From an optimization exercise on the open Yosys and OpenROAD flow, aimed at a short achievable clock period and few clock cycles; shortcuts taken in it are not production practice.
Only simulation tests tie the RTL to the original design; equivalence was not proved.
Power and IR drop assume default switching activity.

<file path="flow/design.v">
package rv32_pkg;
  typedef logic [31:0] u32;
  typedef enum logic [3:0] {
    ALU_ADD, ALU_SUB, ALU_AND, ALU_OR, ALU_XOR,
    ALU_SLT, ALU_SLTU, ALU_SLL, ALU_SRL, ALU_SRA
  } alu_op_e;
  typedef enum logic [2:0] {WB_NONE, WB_ALU, WB_MEM, WB_PC4, WB_IMM} wb_sel_e;
  typedef struct packed {
    logic valid;
    u32 pc;
    u32 instr;
    logic [4:0] rs1, rs2, rd;
    u32 rs1_val, rs2_val;
    u32 imm;
    logic regwrite;
    wb_sel_e wb_sel;
    logic memread;
    logic memwrite;
    logic [1:0] mem_size;  
    logic mem_sign;  
    logic is_branch;
    logic is_jal;
    logic is_jalr;
    logic [2:0] br_funct3;
    alu_op_e alu_op;
    logic alu_src_imm;  
  } idex_t;
  typedef struct packed {
    logic valid;
    u32 pc;
    u32 pc4;
    u32 alu_y;
    u32 rs2_fwd;  
    logic [4:0] rd;
    logic regwrite;
    wb_sel_e wb_sel;
    logic memread;
    logic memwrite;
    logic [1:0] mem_size;
    logic mem_sign;
    logic took_branch;
    u32 br_target;
  } exmem_t;
  typedef struct packed {
    logic valid;
    u32 pc4;
    u32 alu_y;
    u32 mem_rdata;
    logic [4:0] rd;
    logic regwrite;
    wb_sel_e wb_sel;
  } memwb_t;
endpackage
module rv32_alu (
  input rv32_pkg::alu_op_e op,
  input logic [31:0] a,
  input logic [31:0] b,
  output logic [31:0] y
);
  logic signed [31:0] as, bs;
  always_comb begin
    as = $signed(a);
    bs = $signed(b);
    y = 32'd0;
    unique case (op)
      rv32_pkg::ALU_ADD : y = a + b;
      rv32_pkg::ALU_SUB : y = a - b;
      rv32_pkg::ALU_AND : y = a & b;
      rv32_pkg::ALU_OR  : y = a | b;
      rv32_pkg::ALU_XOR : y = a ^ b;
      rv32_pkg::ALU_SLT : y = (as < bs) ? 32'd1 : 32'd0;
      rv32_pkg::ALU_SLTU: y = (a  < b ) ? 32'd1 : 32'd0;
      rv32_pkg::ALU_SLL : y = a << b[4:0];
      rv32_pkg::ALU_SRL : y = a >> b[4:0];
      rv32_pkg::ALU_SRA : y = as >>> b[4:0];
      default : y = 32'd0;
    endcase
  end
endmodule
module rv32_branch_unit (
  input logic is_branch,
  input logic [2:0] br_funct3,
  input logic is_jal,
  input logic is_jalr,
  input logic [31:0] pc,
  input logic [31:0] rs1,
  input logic [31:0] rs2,
  input logic [31:0] imm,
  output logic took,
  output logic [31:0] target
);
  logic signed [31:0] rs1s, rs2s;
  always_comb begin
    rs1s = $signed(rs1);
    rs2s = $signed(rs2);
    took = 1'b0;
    target = pc + 32'd4;
    if (is_jal) begin
      took = 1'b1;
      target = pc + imm;
    end else if (is_jalr) begin
      took = 1'b1;
      target = (rs1 + imm) & 32'hFFFF_FFFE;  
    end else if (is_branch) begin
      unique case (br_funct3)
        3'b000: took = (rs1 == rs2);  
        3'b001: took = (rs1 != rs2);  
        3'b100: took = (rs1s < rs2s);  
        3'b101: took = (rs1s >= rs2s);  
        3'b110: took = (rs1 < rs2);  
        3'b111: took = (rs1 >= rs2);  
        default: took = 1'b0;
      endcase
      target = pc + imm;
    end
  end
endmodule
module rv32_decode (
  input logic [31:0] instr,
  output logic regwrite,
  output rv32_pkg::wb_sel_e wb_sel,
  output logic memread,
  output logic memwrite,
  output logic [1:0] mem_size,  
  output logic mem_sign,  
  output rv32_pkg::alu_op_e alu_op,
  output logic alu_src_imm,
  output logic is_branch,
  output logic [2:0] br_funct3,
  output logic is_jal,
  output logic is_jalr,
  output logic [31:0] imm
);
  logic [6:0] opcode;
  logic [2:0] funct3;
  logic [6:0] funct7;
  function automatic logic [31:0] imm_i(input logic [31:0] i);
    imm_i = {{20{i[31]}}, i[31:20]};
  endfunction
  function automatic logic [31:0] imm_s(input logic [31:0] i);
    imm_s = {{20{i[31]}}, i[31:25], i[11:7]};
  endfunction
  function automatic logic [31:0] imm_b(input logic [31:0] i);
    imm_b = {{19{i[31]}}, i[31], i[7], i[30:25], i[11:8], 1'b0};
  endfunction
  function automatic logic [31:0] imm_u(input logic [31:0] i);
    imm_u = {i[31:12], 12'b0};
  endfunction
  function automatic logic [31:0] imm_j(input logic [31:0] i);
    imm_j = {{11{i[31]}}, i[31], i[19:12], i[20], i[30:21], 1'b0};
  endfunction
  always_comb begin
    opcode = instr[6:0];
    funct3 = instr[14:12];
    funct7 = instr[31:25];
    regwrite = 1'b0;
    wb_sel = rv32_pkg::WB_NONE;
    memread = 1'b0;
    memwrite = 1'b0;
    mem_size = 2'd2;  
    mem_sign = 1'b1;
    alu_op = rv32_pkg::ALU_ADD;
    alu_src_imm = 1'b0;
    is_branch = 1'b0;
    br_funct3 = funct3;
    is_jal = 1'b0;
    is_jalr = 1'b0;
    imm = 32'd0;
    unique case (opcode)
      7'b0110111: begin
        regwrite = 1'b1;
        wb_sel = rv32_pkg::WB_ALU;  
        alu_op = rv32_pkg::ALU_ADD;
        alu_src_imm = 1'b1;
        imm = imm_u(instr);
      end
      7'b0010111: begin
        regwrite = 1'b1;
        wb_sel = rv32_pkg::WB_ALU;  
        alu_op = rv32_pkg::ALU_ADD;
        alu_src_imm = 1'b1;
        imm = imm_u(instr);
      end
      7'b1101111: begin
        regwrite = 1'b1;
        wb_sel = rv32_pkg::WB_PC4;
        is_jal = 1'b1;
        imm = imm_j(instr);
      end
      7'b1100111: begin
        regwrite = 1'b1;
        wb_sel = rv32_pkg::WB_PC4;
        is_jalr = 1'b1;
        alu_op = rv32_pkg::ALU_ADD;
        alu_src_imm = 1'b1;
        imm = imm_i(instr);
      end
      7'b1100011: begin
        is_branch = 1'b1;
        br_funct3 = funct3;
        imm = imm_b(instr);
      end
      7'b0000011: begin
        regwrite = 1'b1;
        wb_sel = rv32_pkg::WB_MEM;
        memread = 1'b1;
        alu_op = rv32_pkg::ALU_ADD;
        alu_src_imm = 1'b1;
        imm = imm_i(instr);
        unique case (funct3)
          3'b000: begin mem_size = 2'd0; mem_sign = 1'b1; end  
          3'b001: begin mem_size = 2'd1; mem_sign = 1'b1; end  
          3'b010: begin mem_size = 2'd2; mem_sign = 1'b1; end  
          3'b100: begin mem_size = 2'd0; mem_sign = 1'b0; end  
          3'b101: begin mem_size = 2'd1; mem_sign = 1'b0; end  
          default: begin
            regwrite = 1'b0; memread = 1'b0; wb_sel = rv32_pkg::WB_NONE;
          end
        endcase
      end
      7'b0100011: begin
        memwrite = 1'b1;
        alu_op = rv32_pkg::ALU_ADD;
        alu_src_imm = 1'b1;
        imm = imm_s(instr);
        unique case (funct3)
          3'b000: mem_size = 2'd0;  
          3'b001: mem_size = 2'd1;  
          3'b010: mem_size = 2'd2;  
          default: begin
            memwrite = 1'b0;
          end
        endcase
      end
      7'b0010011: begin
        regwrite = 1'b1;
        wb_sel = rv32_pkg::WB_ALU;
        alu_src_imm = 1'b1;
        imm = imm_i(instr);
        unique case (funct3)
          3'b000: alu_op = rv32_pkg::ALU_ADD;  
          3'b010: alu_op = rv32_pkg::ALU_SLT;  
          3'b011: alu_op = rv32_pkg::ALU_SLTU;  
          3'b100: alu_op = rv32_pkg::ALU_XOR;  
          3'b110: alu_op = rv32_pkg::ALU_OR;  
          3'b111: alu_op = rv32_pkg::ALU_AND;  
          3'b001: alu_op = rv32_pkg::ALU_SLL;  
          3'b101: begin
            alu_op = (instr[30] == 1'b1) ? rv32_pkg::ALU_SRA : rv32_pkg::ALU_SRL;
          end
          default: begin
            regwrite = 1'b0; wb_sel = rv32_pkg::WB_NONE;
          end
        endcase
      end
      7'b0110011: begin
        regwrite = 1'b1;
        wb_sel = rv32_pkg::WB_ALU;
        alu_src_imm = 1'b0;
        unique case (funct3)
          3'b000: alu_op = (funct7 == 7'b0100000) ? rv32_pkg::ALU_SUB : rv32_pkg::ALU_ADD;
          3'b001: alu_op = rv32_pkg::ALU_SLL;
          3'b010: alu_op = rv32_pkg::ALU_SLT;
          3'b011: alu_op = rv32_pkg::ALU_SLTU;
          3'b100: alu_op = rv32_pkg::ALU_XOR;
          3'b101: alu_op = (funct7 == 7'b0100000) ? rv32_pkg::ALU_SRA : rv32_pkg::ALU_SRL;
          3'b110: alu_op = rv32_pkg::ALU_OR;
          3'b111: alu_op = rv32_pkg::ALU_AND;
          default: begin
            regwrite = 1'b0; wb_sel = rv32_pkg::WB_NONE;
          end
        endcase
      end
      default: begin
      end
    endcase
  end
endmodule
module rv32_forward (
  input logic [4:0] idex_rs1,
  input logic [4:0] idex_rs2,
  input logic exmem_regwrite,
  input logic [4:0] exmem_rd,
  input logic memwb_regwrite,
  input logic [4:0] memwb_rd,
  output logic [1:0] fwd_a_sel,
  output logic [1:0] fwd_b_sel
);
  always_comb begin
    fwd_a_sel = 2'b00;
    fwd_b_sel = 2'b00;
    if (exmem_regwrite && (exmem_rd != 5'd0) && (exmem_rd == idex_rs1)) fwd_a_sel = 2'b01;
    else if (memwb_regwrite && (memwb_rd != 5'd0) && (memwb_rd == idex_rs1)) fwd_a_sel = 2'b10;
    if (exmem_regwrite && (exmem_rd != 5'd0) && (exmem_rd == idex_rs2)) fwd_b_sel = 2'b01;
    else if (memwb_regwrite && (memwb_rd != 5'd0) && (memwb_rd == idex_rs2)) fwd_b_sel = 2'b10;
  end
endmodule
module rv32_hazard (
  input logic ifid_valid,
  input logic idex_valid,
  input logic idex_memread,
  input logic [4:0] ifid_rs1,
  input logic [4:0] ifid_rs2,
  input logic [4:0] idex_rd,
  output logic stall_if,
  output logic stall_id
);
  logic hazard;
  always_comb begin
    hazard = 1'b0;
    if (ifid_valid && idex_valid && idex_memread && (idex_rd != 5'd0)) begin
      if ((idex_rd == ifid_rs1) || (idex_rd == ifid_rs2)) hazard = 1'b1;
    end
    stall_if = hazard;
    stall_id = hazard;
  end
endmodule
module rv32_memmap (
  input logic [31:0] addr,
  output logic is_mmio,
  output logic mmio_we,
  output logic [31:0] mmio_addr
);
  always_comb begin
    is_mmio = 1'b0;
    mmio_we = 1'b0;
    mmio_addr = addr;
    if (addr[31:28] == 4'hF) begin
      is_mmio = 1'b1;
      mmio_we = 1'b0;
    end
  end
endmodule
module rv32_regfile (
  input logic clk,
  input logic rst_n,
  input logic [4:0] raddr1,
  input logic [4:0] raddr2,
  output logic [31:0] rdata1,
  output logic [31:0] rdata2,
  input logic we,
  input logic [4:0] waddr,
  input logic [31:0] wdata
);
  logic [31:0] regs [31:0];
  always_ff @(posedge clk) begin
    if (!rst_n) begin
    end else begin
      if (we && (waddr != 5'd0)) regs[waddr] <= wdata;
      regs[5'd0] <= 32'd0;
    end
  end
  always_comb begin
    rdata1 = (raddr1 == 5'd0) ? 32'd0 : regs[raddr1];
    rdata2 = (raddr2 == 5'd0) ? 32'd0 : regs[raddr2];
  end
endmodule
module rv32_core (
  input logic clk,
  input logic rst_n,
  output logic [31:0] imem_addr,
  input logic [31:0] imem_rdata,
  output logic dmem_valid,
  output logic dmem_we,
  output logic [31:0] dmem_addr,
  output logic [31:0] dmem_wdata,
  output logic [3:0] dmem_wstrb,
  input logic dmem_ready,
  input logic [31:0] dmem_rdata,
  output logic mmio_we,
  output logic [31:0] mmio_addr,
  output logic [31:0] mmio_wdata,
  input logic [31:0] mmio_rdata
);
  logic [31:0] pc_q, pc_d;
  logic [31:0] if_pc4;
  logic [31:0] if_instr;
  logic ifid_valid_q, ifid_valid_d;
  logic [31:0] ifid_pc_q, ifid_pc_d;
  logic [31:0] ifid_instr_q, ifid_instr_d;
  rv32_pkg::idex_t idex_q;
  rv32_pkg::idex_t idex_d;
  rv32_pkg::exmem_t exmem_q;
  rv32_pkg::exmem_t exmem_d;
  rv32_pkg::memwb_t memwb_q;
  rv32_pkg::memwb_t memwb_d;
  logic [4:0] rs1, rs2, rd;
  logic [31:0] rs1_val, rs2_val;
  logic dec_regwrite, dec_memread, dec_memwrite;
  logic [1:0] dec_mem_size;
  logic dec_mem_sign;
  rv32_pkg::wb_sel_e dec_wb_sel;
  rv32_pkg::alu_op_e dec_alu_op;
  logic dec_alu_src_imm;
  logic dec_is_branch, dec_is_jal, dec_is_jalr;
  logic [2:0] dec_br_funct3;
  logic [31:0] dec_imm;
  logic stall_if, stall_id;
  logic flush_ifid, flush_idex;
  logic [1:0] fwd_a_sel, fwd_b_sel;  
  logic [31:0] ex_op_a, ex_op_b, ex_op_b_raw;
  logic [31:0] alu_y;
  logic took_branch;
  logic [31:0] br_target;
  logic [31:0] pc_next_seq;
  logic [31:0] wb_data;
  assign imem_addr = pc_q;
  assign if_instr = imem_rdata;
  assign if_pc4 = pc_q + 32'd4;
  assign pc_next_seq = if_pc4;
  assign rs1 = ifid_instr_q[19:15];
  assign rs2 = ifid_instr_q[24:20];
  assign rd = ifid_instr_q[11:7];
  logic [31:0] rf_rdata1, rf_rdata2;
  rv32_regfile u_rf (
    .clk(clk), .rst_n(rst_n),
    .raddr1(rs1), .raddr2(rs2),
    .rdata1(rf_rdata1), .rdata2(rf_rdata2),
    .we(memwb_q.regwrite && memwb_q.valid && !stall_mem),
    .waddr(memwb_q.rd),
    .wdata(wb_data)
  );
  assign rs1_val = (memwb_q.regwrite && memwb_q.valid && (memwb_q.rd != 5'd0) && (memwb_q.rd == rs1)) ? wb_data : rf_rdata1;
  assign rs2_val = (memwb_q.regwrite && memwb_q.valid && (memwb_q.rd != 5'd0) && (memwb_q.rd == rs2)) ? wb_data : rf_rdata2;
  rv32_decode u_dec (
    .instr(ifid_instr_q),
    .regwrite(dec_regwrite),
    .wb_sel(dec_wb_sel),
    .memread(dec_memread),
    .memwrite(dec_memwrite),
    .mem_size(dec_mem_size),
    .mem_sign(dec_mem_sign),
    .alu_op(dec_alu_op),
    .alu_src_imm(dec_alu_src_imm),
    .is_branch(dec_is_branch),
    .br_funct3(dec_br_funct3),
    .is_jal(dec_is_jal),
    .is_jalr(dec_is_jalr),
    .imm(dec_imm)
  );
  rv32_hazard u_haz (
    .ifid_valid(ifid_valid_q),
    .idex_valid(idex_q.valid),
    .idex_memread(idex_q.memread),
    .ifid_rs1(rs1),
    .ifid_rs2(rs2),
    .idex_rd(idex_q.rd),
    .stall_if(stall_if),
    .stall_id(stall_id)
  );
  rv32_forward u_fwd (
    .idex_rs1(idex_q.rs1),
    .idex_rs2(idex_q.rs2),
    .exmem_regwrite(exmem_q.regwrite && exmem_q.valid),
    .exmem_rd(exmem_q.rd),
    .memwb_regwrite(memwb_q.regwrite && memwb_q.valid),
    .memwb_rd(memwb_q.rd),
    .fwd_a_sel(fwd_a_sel),
    .fwd_b_sel(fwd_b_sel)
  );
  always_comb begin
    flush_ifid = took_branch;
    flush_idex = took_branch;
  end
  always_comb begin
    idex_d = '0;
    idex_d.valid = ifid_valid_q && !flush_idex && !stall_id;
    idex_d.pc = ifid_pc_q;
    idex_d.instr = ifid_instr_q;
    idex_d.rs1 = rs1;
    idex_d.rs2 = rs2;
    idex_d.rd = rd;
    idex_d.rs1_val = rs1_val;
    idex_d.rs2_val = rs2_val;
    idex_d.imm = dec_imm;
    idex_d.regwrite = dec_regwrite;
    idex_d.wb_sel = dec_wb_sel;
    idex_d.memread = dec_memread;
    idex_d.memwrite = dec_memwrite;
    idex_d.mem_size = dec_mem_size;
    idex_d.mem_sign = dec_mem_sign;
    idex_d.is_branch = dec_is_branch;
    idex_d.br_funct3 = dec_br_funct3;
    idex_d.is_jal = dec_is_jal;
    idex_d.is_jalr = dec_is_jalr;
    idex_d.alu_op = dec_alu_op;
    idex_d.alu_src_imm = dec_alu_src_imm;
    if (stall_id) begin
      idex_d = '0;
    end
  end
  logic [6:0] ex_opcode;
  assign ex_opcode = idex_q.instr[6:0];
  always_comb begin
    ex_op_a = idex_q.rs1_val;
    ex_op_b_raw = idex_q.rs2_val;
    case (fwd_a_sel)
      2'b01: ex_op_a = exmem_q.alu_y;
      2'b10: ex_op_a = wb_data;
      default:   ;
    endcase
    case (fwd_b_sel)
      2'b01: ex_op_b_raw = exmem_q.alu_y;
      2'b10: ex_op_b_raw = wb_data;
      default:   ;
    endcase
    if (ex_opcode == 7'b0110111) begin
      ex_op_a = 32'd0;
    end else if (ex_opcode == 7'b0010111) begin
      ex_op_a = idex_q.pc;
    end
  end
  assign ex_op_b = (idex_q.alu_src_imm) ? idex_q.imm : ex_op_b_raw;
  rv32_alu u_alu (
    .op(idex_q.alu_op),
    .a(ex_op_a),
    .b(ex_op_b),
    .y(alu_y)
  );
  rv32_branch_unit u_bru (
    .is_branch(idex_q.is_branch && idex_q.valid),
    .br_funct3(idex_q.br_funct3),
    .is_jal(idex_q.is_jal && idex_q.valid),
    .is_jalr(idex_q.is_jalr && idex_q.valid),
    .pc(idex_q.pc),
    .rs1(ex_op_a),
    .rs2(ex_op_b_raw),
    .imm(idex_q.imm),
    .took(took_branch),
    .target(br_target)
  );
  always_comb begin
    pc_d = pc_q;
    if (!stall_if) begin
      pc_d = took_branch ? br_target : pc_next_seq;
    end
  end
  always_comb begin
    exmem_d = '0;
    exmem_d.valid = idex_q.valid;
    exmem_d.pc4 = idex_q.pc + 32'd4;
    exmem_d.alu_y = alu_y;
    exmem_d.rs2_fwd = ex_op_b_raw;
    exmem_d.rd = idex_q.rd;
    exmem_d.regwrite = idex_q.regwrite;
    exmem_d.wb_sel = idex_q.wb_sel;
    exmem_d.memread = idex_q.memread;
    exmem_d.memwrite = idex_q.memwrite;
    exmem_d.mem_size = idex_q.mem_size;
    exmem_d.mem_sign = idex_q.mem_sign;
    exmem_d.took_branch = took_branch;
    exmem_d.br_target = br_target;
  end
  logic mem_is_mmio, mem_mmio_we_unused;
  logic mem_rd, mem_wr;
  logic stall_mem;
  logic [3:0] mem_strb;
  logic [31:0] mem_wdata, mem_raw, mem_shifted, mem_load;
  rv32_memmap u_mm (
    .addr(exmem_q.alu_y),
    .is_mmio(mem_is_mmio),
    .mmio_we(mem_mmio_we_unused),
    .mmio_addr(mmio_addr)
  );
  assign mem_rd = exmem_q.valid && exmem_q.memread;
  assign mem_wr = exmem_q.valid && exmem_q.memwrite;
  always_comb begin
    unique case (exmem_q.mem_size)
      2'd0: begin
        mem_wdata = {4{exmem_q.rs2_fwd[7:0]}};
        mem_strb = 4'b0001 << exmem_q.alu_y[1:0];
      end
      2'd1: begin
        mem_wdata = {2{exmem_q.rs2_fwd[15:0]}};
        mem_strb = exmem_q.alu_y[1] ? 4'b1100 : 4'b0011;
      end
      default: begin
        mem_wdata = exmem_q.rs2_fwd;
        mem_strb = 4'b1111;
      end
    endcase
  end
  assign dmem_valid = (mem_rd || mem_wr) && !mem_is_mmio;
  assign dmem_we = mem_wr && !mem_is_mmio;
  assign dmem_addr = exmem_q.alu_y;
  assign dmem_wdata = mem_wdata;
  assign dmem_wstrb = mem_strb;
  assign mmio_we = mem_wr && mem_is_mmio;
  assign mmio_wdata = mem_wdata;
  assign stall_mem = dmem_valid && !dmem_ready;
  always_comb begin
    mem_raw = mem_is_mmio ? mmio_rdata : dmem_rdata;
    mem_shifted = mem_raw >> {exmem_q.alu_y[1:0], 3'b000};
    unique case (exmem_q.mem_size)
      2'd0: mem_load = {{24{exmem_q.mem_sign & mem_shifted[7]}}, mem_shifted[7:0]};
      2'd1: mem_load = {{16{exmem_q.mem_sign & mem_shifted[15]}}, mem_shifted[15:0]};
      default: mem_load = mem_shifted;
    endcase
  end
  always_comb begin
    memwb_d = '0;
    memwb_d.valid = exmem_q.valid;
    memwb_d.pc4 = exmem_q.pc4;
    memwb_d.alu_y = exmem_q.alu_y;
    memwb_d.mem_rdata = mem_load;
    memwb_d.rd = exmem_q.rd;
    memwb_d.regwrite = exmem_q.regwrite;
    memwb_d.wb_sel = exmem_q.wb_sel;
  end
  always_comb begin
    wb_data = 32'd0;
    unique case (memwb_q.wb_sel)
      rv32_pkg::WB_ALU: wb_data = memwb_q.alu_y;
      rv32_pkg::WB_MEM: wb_data = memwb_q.mem_rdata;
      rv32_pkg::WB_PC4: wb_data = memwb_q.pc4;
      rv32_pkg::WB_IMM: wb_data = memwb_q.alu_y;
      default: wb_data = 32'd0;
    endcase
  end
  always_ff @(posedge clk) begin
    if (!rst_n) begin
      pc_q <= 32'd0;
      ifid_valid_q <= 1'b0;
      ifid_pc_q <= 32'd0;
      ifid_instr_q <= 32'd0;
      idex_q <= '0;
      exmem_q <= '0;
      memwb_q <= '0;
    end else if (!stall_mem) begin
      pc_q <= pc_d;
      if (!stall_if) begin
        ifid_valid_q <= 1'b1;
        ifid_pc_q <= pc_q;
        ifid_instr_q <= if_instr;
      end
      if (flush_ifid) begin
        ifid_valid_q <= 1'b0;
      end
      idex_q <= idex_d;
      exmem_q <= exmem_d;
      memwb_q <= memwb_d;
    end
  end
endmodule
</file>
<file path="flow/run.sh">
#!/bin/bash
# synth_recipe.tcl (not shown) runs the flow's synth.tcl, then flattens the netlist and writes it again
# the make line also repeats each setting of config.mk as NAME=value (left out here)
make -C /OpenROAD-flow-scripts/flow DESIGN_CONFIG=/design/flow/config.mk WORK_HOME=/design/flow/orfs CLKGATE_MAP_FILE= SYNTH_SCRIPT=/design/flow/synth_recipe.tcl finish
</file>
<file path="flow/config.mk">
export PLATFORM = sky130hd
export DESIGN_NAME = rv32_core
export DESIGN_NICKNAME = rv32_core
export VERILOG_FILES = /design/flow/design.v
export SDC_FILE = /design/flow/constraint.sdc
export NUM_CORES = 4
export LEC_CHECK = 0
export CAP_MARGIN = 20
export CORE_MARGIN = 2
export CORE_UTILIZATION = 40
export PLACE_DENSITY = 0.6
export SLEW_MARGIN = 20
</file>
<file path="flow/constraint.sdc">
create_clock -name core_clock -period 8.0 [get_ports {clk}]
set_input_delay 1.6000 -clock core_clock [delete_from_list [all_inputs] [get_ports {clk}]]
set_output_delay 1.6000 -clock core_clock [all_outputs]
set_load 0.01 [all_outputs]
</file>
==> metrics.md <==
| Metric | Value |
|---|---|
| Cell Chain, Critical Path | `xnor2_1 > and2_1 > nand3_2 > buf_4 > nor2_1 > a21oi_1 > o21ai_0 > inv_1 > ha_1 > nand4_1 > nor4_1 > nand3_1 > xnor2_1 > a21oi_1 > or4_1 > or2_2 > a21oi_1 > nor2_1 > a22oi_1 > a41oi_1` |
| WL/cell | `33.7 um` |
| Final hold vios | `0` |
| Synth Area per Inst | `11.9 um^2` |
| Gr ovfl total | `0` |
| GRT Total Usage | `31.1%` |
| First-pass GRT wire length | `475000 um` |
| #FFs+latches synth | `1516` |
| Crit Path Class | `reg -> reg` |
| Hold_buf cts | `0` |
| Post-synth EDFFs | `992` |
| MaxCap Viol Count | `0` |
| CTS sink cnt | `1516` |
| Syn Inst Count | `7022` |
| Clk latency of the worst-skew pair | `0.85 ns` |
| Initial DRC count | `8398` |
| Power per cell area | `199 mW/mm^2` |
| Ports | `266` |
| WP depth | `20` |
| Detailed Route WL | `336000 um` |
| Synth Warn # | `8` |
| Clock root cell | `clkbuf_16` |
| Bufs and invs on worst path | `2` |
| Slew @ Worst Pin | `1.16 ns` |
| CP max stage delay | `0.88 ns` |
| Total number of H-tree levels | `4` |
| Antenna viol nets, final | `0` |
| Critical Path Sink Type | `flip-flop` |
| Reg-to-Reg End | `pc_q[29]$_SDFFE_PN0P_` |
| Vias in the first global route | `62800` |
| Crit-path max FO | `18` |
| Die X | `462 um` |
| CP endpoint | `pc_q[29]$_SDFFE_PN0P_` |
| Clk buf depth | `3` |
| Placed cell count | `9693` |
| Total CTS buffers | `165` |
| TNS Setup | `0 ns` |
| Largest net degree at the start of global routing | `169` |
| Outcome | `complete, no violations` |
| Fill count | `18900` |
| Netlist Area Pre-Place | `0.0839 mm^2` |
| Final nets | `7350` |
| Largest area contributor in the synthesized netlist | `edfxtp_1` |
| Slew margin rel. | `22.3%` |
| Cell family with most CP delay | `simple AND/OR/NAND/NOR gates` |
| DRT Pass-1 Iters | `6` |
| Row count | `168` |
| PortBufs | `265` |
| Post-cts resize count | `0` |
| Peak supply drop | `0.000231 V` |
| Synth Net Count | `7317` |
| Top FF cell, synth | `edfxtp_1` |
| DR vias/cell | `6.47` |
| Most used cell, CP | `a21oi_1` |
| CTS tree | `yes` |
| Final setup violation count | `0` |
| Starting density of the core | `40.1%` |
| Hpwl dp | `235000 um` |
| RSZ-0062 raised after global routing | `false` |
| Core Area | `0.209 mm^2` |
| Worst endpoint required time | `8.72 ns` |
| Synth area leaders | `edfxtp_1, mux4_2, dfxtp_1` |
| Tmin final | `7.40 ns` |
| Multi-input logic area | `0.0403 mm^2` |
| CP max-delay cell | `nor2_1` |
| RePlAce Congestion | `1.02` |
| DRC | `0` |
| Area grow syn2layout | `13.3%` |
| Final Non-Filler Cells | `9999` |
| Crit start category | `flip-flop` |
| Total via count in the routed design | `64700` |
| Post CTS Setup Buffer Count | `0` |
| Ys async rst share | `0%` |
| Fmax | `135 MHz` |
| Final slew viol count | `0` |
| Worst R2R Path Depth | `20` |
| Share of the synthesized area in the top cell type | `35.5%` |
| R2R Setup Slk | `0.60 ns` |
| Clock skew | `0.0772 ns` |
| FF/Latch Area | `0.0403 mm^2` |
| FF-to-FF Start | `memwb_q[5]$_SDFFE_PN0N_` |
| Unique masters post-synth | `108` |
| CTS clock-pin slew for the worst setup and hold paths | `0.06 ns` |
| Static Leak | `0.0344 uW` |
| Hold crit path type | `reg -> reg` |
| Die height | `462 um` |
| Fin crit share | `92.6%` |
| Die area | `0.213 mm^2` |
| Crit path launch | `memwb_q[5]$_SDFFE_PN0N_` |
| WP data arrival | `8.12 ns` |
| Post-synthesis sequential area ratio | `48.0%` |
| Share of post-route cells with drive strength above 1 | `19.3%` |
| Initial antenna violation count | `12` |
[worst min path at each step]
stage / endpoint / from / cells after the start
after floorplan: memwb_q[42]$_SDFFE_PN0N_ / memwb_q[42]$_SDFFE_PN0N_ / 2
after global routing: memwb_q[45]$_SDFFE_PN0N_ / memwb_q[45]$_SDFFE_PN0N_ / 2
after detailed placement: memwb_q[41]$_SDFFE_PN0N_ / memwb_q[41]$_SDFFE_PN0N_ / 2
after global placement: memwb_q[65]$_SDFFE_PN0N_ / memwb_q[65]$_SDFFE_PN0N_ / 2
final: memwb_q[41]$_SDFFE_PN0N_ / memwb_q[41]$_SDFFE_PN0N_ / 2
after CTS: memwb_q[41]$_SDFFE_PN0N_ / memwb_q[41]$_SDFFE_PN0N_ / 2
[layout by cell type, fill, tap and decap left out, drive strengths merged, types with 22 or more instances in the layout]
cell | Yosys | final
o221ai | 25 | 25
o21a | 28 | 28
xnor2 | 91 | 91
dfxtp | 524 | 524
nand4 | 57 | 57
o311ai | 36 | 36
clkinv | 2 | 57
a221oi | 28 | 28
mux2i | 152 | 152
o211ai | 30 | 30
or3 | 22 | 22
and2 | 30 | 30
and3 | 24 | 24
mux2 | 95 | 95
nor3 | 121 | 121
nand3 | 89 | 89
inv | 191 | 204
a31oi | 85 | 85
o21ai | 253 | 253
nor4 | 50 | 50
a21o | 69 | 69
a21oi | 494 | 494
clkdlybuf4s50 | 0 | 264
clkbuf | 405 | 216
buf | 239 | 246
a22oi | 204 | 204
mux4 | 643 | 643
nor2 | 551 | 551
nor2b | 56 | 56
o21bai | 22 | 22
edfxtp | 992 | 992
ha | 192 | 192
xor2 | 61 | 61
o22ai | 105 | 105
nand2b | 27 | 27
nand2 | 646 | 646
a211oi | 117 | 117
[sequential cells by signal (all words and copies together), names as in the netlist, named ones only]
signal,cells
ifid_valid_q,1
u_rf.regs,1024
ifid_pc_q,32
pc_q,32
memwb_q,105
ifid_instr_q,32
idex_q,170
exmem_q,110
[report_power, final]
| part | internal (uW) | switching (uW) |
|---|---|---|
| Sequential | 8360 | 326 |
| Clock | 4400 | 3390 |
| Combinational | 899 | 1530 |
[kinds of logic (layout without fill, tap and decap cells)]
family | after synthesis | after routing | synth area share [%]
AO/OA/AOI/OAI | 1695 | 1695 | 13.4
XOR/XNOR | 152 | 152 | 1.59
adder cells (fa/ha/maj) | 196 | 196 | 2.96
buffers and inverters | 837 | 1008 | 4.36
flip-flops | 1516 | 1516 | 48.0
multiplexers | 890 | 890 | 20.4
other | 0 | 1 | 0
AND/OR/NAND/NOR | 1736 | 1736 | 9.24
[cell usage after synthesis, drive strengths merged (121+ instances only)]
library cell	instances
a21oi	494
a22oi	204
buf	239
clkbuf	405
dfxtp	524
edfxtp	992
ha	192
inv	191
mux2i	152
mux4	643
nand2	646
nor2	551
nor3	121
o21ai	253
[through the flow]
stage	area [um^2]	util, %	power, uW	hold WS (ns)	worst slack (ns)
4_1_cts	95000	45.5	18900	0.451	0.829
2_1_floorplan	83900	-	10200	0.428	1.90
3_5_place_dp	89500	42.9	11200	0.442	0.889
3_3_place_gp	89500	42.8	11200	0.439	0.862
6_report	95000	45.5	18900	0.447	0.596
5_1_grt	95000	45.5	19400	0.463	0.322
[layout make-up]
type / count / share of cell area [%]
Tap cell: 2805 / 3.69
Timing Repair Buffer: 510 / 4.88
Multi-Input combinational cell: 4669 / 42.5
Clock buffer: 216 / 4.71
Clock inverter: 89 / 1.06
Antenna cell: 1 / 0.00263
Sequential cell: 1516 / 42.4
Inverter: 193 / 0.770
[metal layers]
layer	vias up	GRT usage (%)	part of all wire [%]
met1	33100	39.9	38
li1	27300	-	-
met3	812	4.75	8.0
met5	-	0	0.014
met4	8	19.3	7.2
met2	3556	49.4	46
[worst reg2reg max path: cells and delay by family, from the launching register on]
family / cells / cell delay, ns
AND/OR/NAND/NOR: 9 / 3.43
AO/OA/AOI/OAI: 6 / 1.66
flip-flops: 1 / 0.78
buffers and inverters: 2 / 0.62
XOR/XNOR: 2 / 0.44
adder cells (fa/ha/maj): 1 / 0.39
Testbench counts, summed over its fixed seeds: cycles 197,697.

## separate check: timing with driven ports
How much do the figures lean on ideal ports? The routed layout below was timed once more, with nothing changed but the port constraints.
Step 1: set_driving_cell puts a clkbuf_16 on clk and a buf_2 on each other input, an assumption about the parent block.
Step 2 times the ports against the registers' clock, not the clock port: input delays grow and output delays shrink by t, the midpoint of the rising clock arrivals with the driver on.
Three values: no drivers, after step 1, after step 2; two values: the first two.
shift t [ns]: 0.907
setup WS [ns]: 0.596 / 0.596 / 0.596
latest minus earliest clock arrival (ns): 0.077 / 0.078
cell pins on the clock port's net: 1
After both steps setup and hold are still met in this run. The setup slack of this run moves by 0.000 ns with the drivers and by 0.000 ns with both steps.
